Background: an optimization exercise with open tools, aiming at small area and few clock cycles. Do not read the settings as production practice. In this exercise RTL edits were held to simulation tests only and were not proved equivalent to the original. The flow treats the clock pin as an ideal source, which a real chip does not have.

Setup of run B:
==> flow/design.v <==
`timescale 1ns / 1ps
`timescale 1ns / 1ps
module bus_bridge
    #(
         parameter DATA_WIDTH = 32,
         parameter ADDR_WIDTH = 32
    )
    (
        input clk,
        input rst_n,
        output rsp_empty_n,
        output rsp_full_n,
        input req_write,
        input req_din,
        input rsp_read,
        input [ADDR_WIDTH-1:0] address,
        input [31:0] size,
        input [DATA_WIDTH-1:0] dataout,
        output reg [DATA_WIDTH-1:0] datain,
        output writeReq,
        output [DATA_WIDTH-1:0] writeReq_data,
        output [ADDR_WIDTH-1:0] writeReq_addr,
        input writeAck,
        output readReq,
        output [ADDR_WIDTH-1:0] readReq_addr,
        input readAck,
        input [DATA_WIDTH-1:0] readReq_data
    );
    reg busy;
    always @(posedge clk) begin
        if ( ~rst_n )
            busy <= 1'b0;
        else if ( req_write )
            busy <= 1'b1;
        else if ( writeAck | readAck )
            busy <= 1'b0;
    end
    always @(posedge clk) begin
        if ( readAck )
            datain <= readReq_data;
    end
    assign rsp_full_n  = ~busy;
    assign rsp_empty_n = ~busy;
    assign writeReq      = req_write & req_din;
    assign readReq       = req_write & ~req_din;
    assign writeReq_addr = address;
    assign readReq_addr  = address;
    assign writeReq_data = dataout;
endmodule
`timescale 1ns / 1ps
module bus_bridge_512 (
    input clk,
    input rst_n,
    output rsp_empty_n,
    output rsp_full_n,
    input req_write,
    input req_din,
    input rsp_read,
    input [31:0] address,
    input [31:0] size,
    input [511:0] dataout,
    output [511:0] datain,
    output writeReq,
    output [511:0] writeReq_data,
    output [31:0] writeReq_addr,
    input writeAck,
    output readReq,
    output [31:0] readReq_addr,
    input readAck,
    input [511:0] readReq_data
);
    bus_bridge #(
         .DATA_WIDTH ( 512 ),
         .ADDR_WIDTH ( 32 )
    )
    bus_bridge_U (
        .clk (clk),
        .rst_n (rst_n),
        .rsp_empty_n (rsp_empty_n),
        .rsp_full_n (rsp_full_n),
        .req_write (req_write),
        .req_din (req_din),
        .rsp_read (rsp_read),
        .address (address),
        .size (size),
        .dataout (dataout),
        .datain (datain),
        .writeReq (writeReq),
        .writeReq_data (writeReq_data),
        .writeReq_addr (writeReq_addr),
        .writeAck (writeAck),
        .readReq (readReq),
        .readReq_addr (readReq_addr),
        .readAck (readAck),
        .readReq_data (readReq_data)
    );
endmodule
==> flow/config.mk <==
export PLATFORM = sky130hd
export DESIGN_NAME = bus_bridge_512
export DESIGN_NICKNAME = bus_bridge_512
export VERILOG_FILES = /design/flow/design.v
export SDC_FILE = /design/flow/constraint.sdc
export NUM_CORES = 4
export LEC_CHECK = 0
export CAP_MARGIN = 20
export CORE_AREA = 2 2 78 1538
export CTS_BUF_LIST = sky130_fd_sc_hd__clkbuf_2 sky130_fd_sc_hd__clkbuf_4 sky130_fd_sc_hd__clkbuf_8
export DIE_AREA = 0 0 80 1540
export SLEW_MARGIN = 20
export SYNTH_MEMORY_MAX_BITS = 8192
==> flow/constraint.sdc <==
create_clock -name core_clock -period 5.0 [get_ports {clk}]
set_input_delay 1.0000 -clock core_clock [delete_from_list [all_inputs] [get_ports {clk}]]
set_output_delay 1.0000 -clock core_clock [all_outputs]
set_load 0.01 [all_outputs]
standard.sh (not shown) runs the stock make flow with config.mk's settings and CLKGATE_MAP_FILE= SYNTH_SCRIPT=/design/flow/synth_recipe.tcl, a recipe that flattens the netlist after the stock synthesis.
==> flow/flow/run.sh <==
#!/bin/bash
# Standard ORFS layout with these changes after the (unchanged) standard
# synthesis: pins placed by flow/pins.tcl on a tall, narrow die; ports are
# buffered with the smallest buffer; CTS inserts no dummy loads and uses
# small clock buffers.
set -uo pipefail
bash standard.sh synth > synth.log 2>&1 || exit 1
export PRE_IO_PLACEMENT_TCL="$PWD/flow/pins.tcl"
export BUFFER_PORTS_ARGS="-buffer_cell sky130_fd_sc_hd__buf_1"
export CTS_ARGS="-sink_clustering_enable -repair_clock_nets -dont_use_dummy_load -root_buf sky130_fd_sc_hd__clkbuf_16 -buf_list {sky130_fd_sc_hd__clkbuf_8}"
bash standard.sh finish > layout.log 2>&1 || exit 1
==> flow/flow/pins.tcl <==
# Pin placement for a tall, narrow die (sourced just before place_pins).
# Left edge: readReq_data[i] and datain[i] next to each other, so each
# datain register sits between its two pins. Right edge: the pass-through
# pins dataout[i]/writeReq_data[i] and address[i]/writeReq_addr[i]/
# readReq_addr[i] next to each other (place_pins has no cell to pull such
# pins together), with clk and readAck in the middle of the right edge so
# the clock tree and the readAck fan-out start at the centre of the
# registers. Pins are 0.8 x 0.3 um met3 shapes on every second met3 track,
# as place_pins makes them; place_pins places the remaining pins.
set block [ord::get_db_block]
set die [$block getDieArea]
set dbu [$block getDefUnits]
set W [expr {double([$die xMax]) / $dbu}]
set pitch 0.68
set off 0.34
set first 4
proc put_pin {name x y} {
  place_pin -pin_name $name -layer met3 -location [list $x $y] -pin_size {0.8 0.3}
}
set k $first
for {set i 0} {$i < 512} {incr i} {
  put_pin "readReq_data\[$i\]" 0.4 [expr {$off + $pitch * $k}]
  incr k 2
  put_pin "datain\[$i\]" 0.4 [expr {$off + $pitch * $k}]
  incr k 2
}
set right {}
for {set i 0} {$i < 512} {incr i} {
  lappend right "dataout\[$i\]" "writeReq_data\[$i\]"
}
for {set i 0} {$i < 32} {incr i} {
  lappend right "writeReq_addr\[$i\]" "address\[$i\]" "readReq_addr\[$i\]"
}
# the middle of the left-edge data pins
set mid [expr {$first + 1024}]
set k $first
set n 0
foreach p $right {
  if {$n == 512} {
    # skip the middle slots, leaving room for clk and readAck
    put_pin clk [expr {$W - 0.4}] [expr {$off + $pitch * ($mid - 4)}]
    put_pin readAck [expr {$W - 0.4}] [expr {$off + $pitch * ($mid + 4)}]
    set k [expr {$mid + 8}]
  }
  put_pin $p [expr {$W - 0.4}] [expr {$off + $pitch * $k}]
  incr k 2
  incr n
}
As the logs show, run B stopped at global routing (5_1_grt) after a tool error, so it never reached the end of the flow.
Testbench counts of run B, summed over its fixed seeds: cycles 17,662.
Inputs modified between run B and run Z:
-- flow/flow/run.sh --
<<< run B, line 9
>>> run Z, line 9
export PRE_CTS_TCL="$PWD/flow/cts_pre.tcl"
<<< run B, line 10
export CTS_ARGS="-sink_clustering_enable -repair_clock_nets -dont_use_dummy_load -root_buf sky130_fd_sc_hd__clkbuf_16 -buf_list {sky130_fd_sc_hd__clkbuf_8}"
>>> run Z, line 11
export CTS_ARGS="-sink_clustering_enable -repair_clock_nets -dont_use_dummy_load -sink_clustering_size 12 -sink_clustering_max_diameter 40 -buf_list {sky130_fd_sc_hd__clkbuf_4 sky130_fd_sc_hd__clkbuf_8 sky130_fd_sc_hd__clkbuf_16}"
==> flow/flow/cts_pre.tcl (new file) <==
set_max_transition 0.100 -clock_path [all_clocks]
-- flow/flow/pins.tcl --
<<< run B, line 34
# the middle of the left-edge data pins
set mid [expr {$first + 1024}]
>>> run Z, line 34
<<< run B, line 41
    put_pin clk [expr {$W - 0.4}] [expr {$off + $pitch * ($mid - 4)}]
    put_pin readAck [expr {$W - 0.4}] [expr {$off + $pitch * ($mid + 4)}]
    set k [expr {$mid + 8}]
>>> run Z, line 39
    put_pin clk [expr {$W - 0.4}] [expr {$off + $pitch * ($k + 2)}]
    put_pin readAck [expr {$W - 0.4}] [expr {$off + $pitch * ($k + 6)}]
    incr k 10
==> summary.txt <==
Run Z completed end to end with timing, DRC and antenna clean. From run B to run Z, sequential cell area fraction in the yosys report did not move at all. Relative to run B, weighted congestion reported at the end of routability-driven placement has increased by 0.0040 in run Z. Changes observed in run Z relative to run B: number of nets produced by synthesis barely changed, placed cell area has remained practically unchanged, flip-flop and latch count after synthesis shows no meaningful change, mean instance size in the synthesized netlist roughly the same. Changes observed in run Z relative to run B: post-placement cell count comparable; detailed placer's ending HPWL went up 270 um. As far as y dimension of the die goes, run Z and run B are indistinguishable; the numbers are identical. Post-synthesis simple-gate area fraction came out exactly the same in run Z and run B. Re summed instance area of the synthesized netlist: no difference whatsoever between run B and run Z.

-- afterwards: timing with drivers on the ports --
No port has a modelled driver above. Below, the same layout with a new extraction and two added sets of constraints. Step 1: set_driving_cell puts a clkbuf_16 on clk and a buf_2 on each other input, an assumption about the parent block. Step 2 times the ports against the registers' clock, not the clock port: input delays grow and output delays shrink by t, the midpoint of the rising clock arrivals with the driver on. a / b / c = ideal / step 1 / step 2; a / b = the first two.
run: run Z
shift t [ns]: 0.699
slack for setup (ns): 2.349 / 2.323 / 2.294
hold slack, ns: 0.456 / 0.456 / 0.478
worst slew at a driven data input, ns: 0.11
cell pins on the clock port's net: 1
After both steps run Z still meets setup and hold. For run Z, drivers alone change the setup slack by -0.026 ns; drivers and shift together by -0.055 ns.
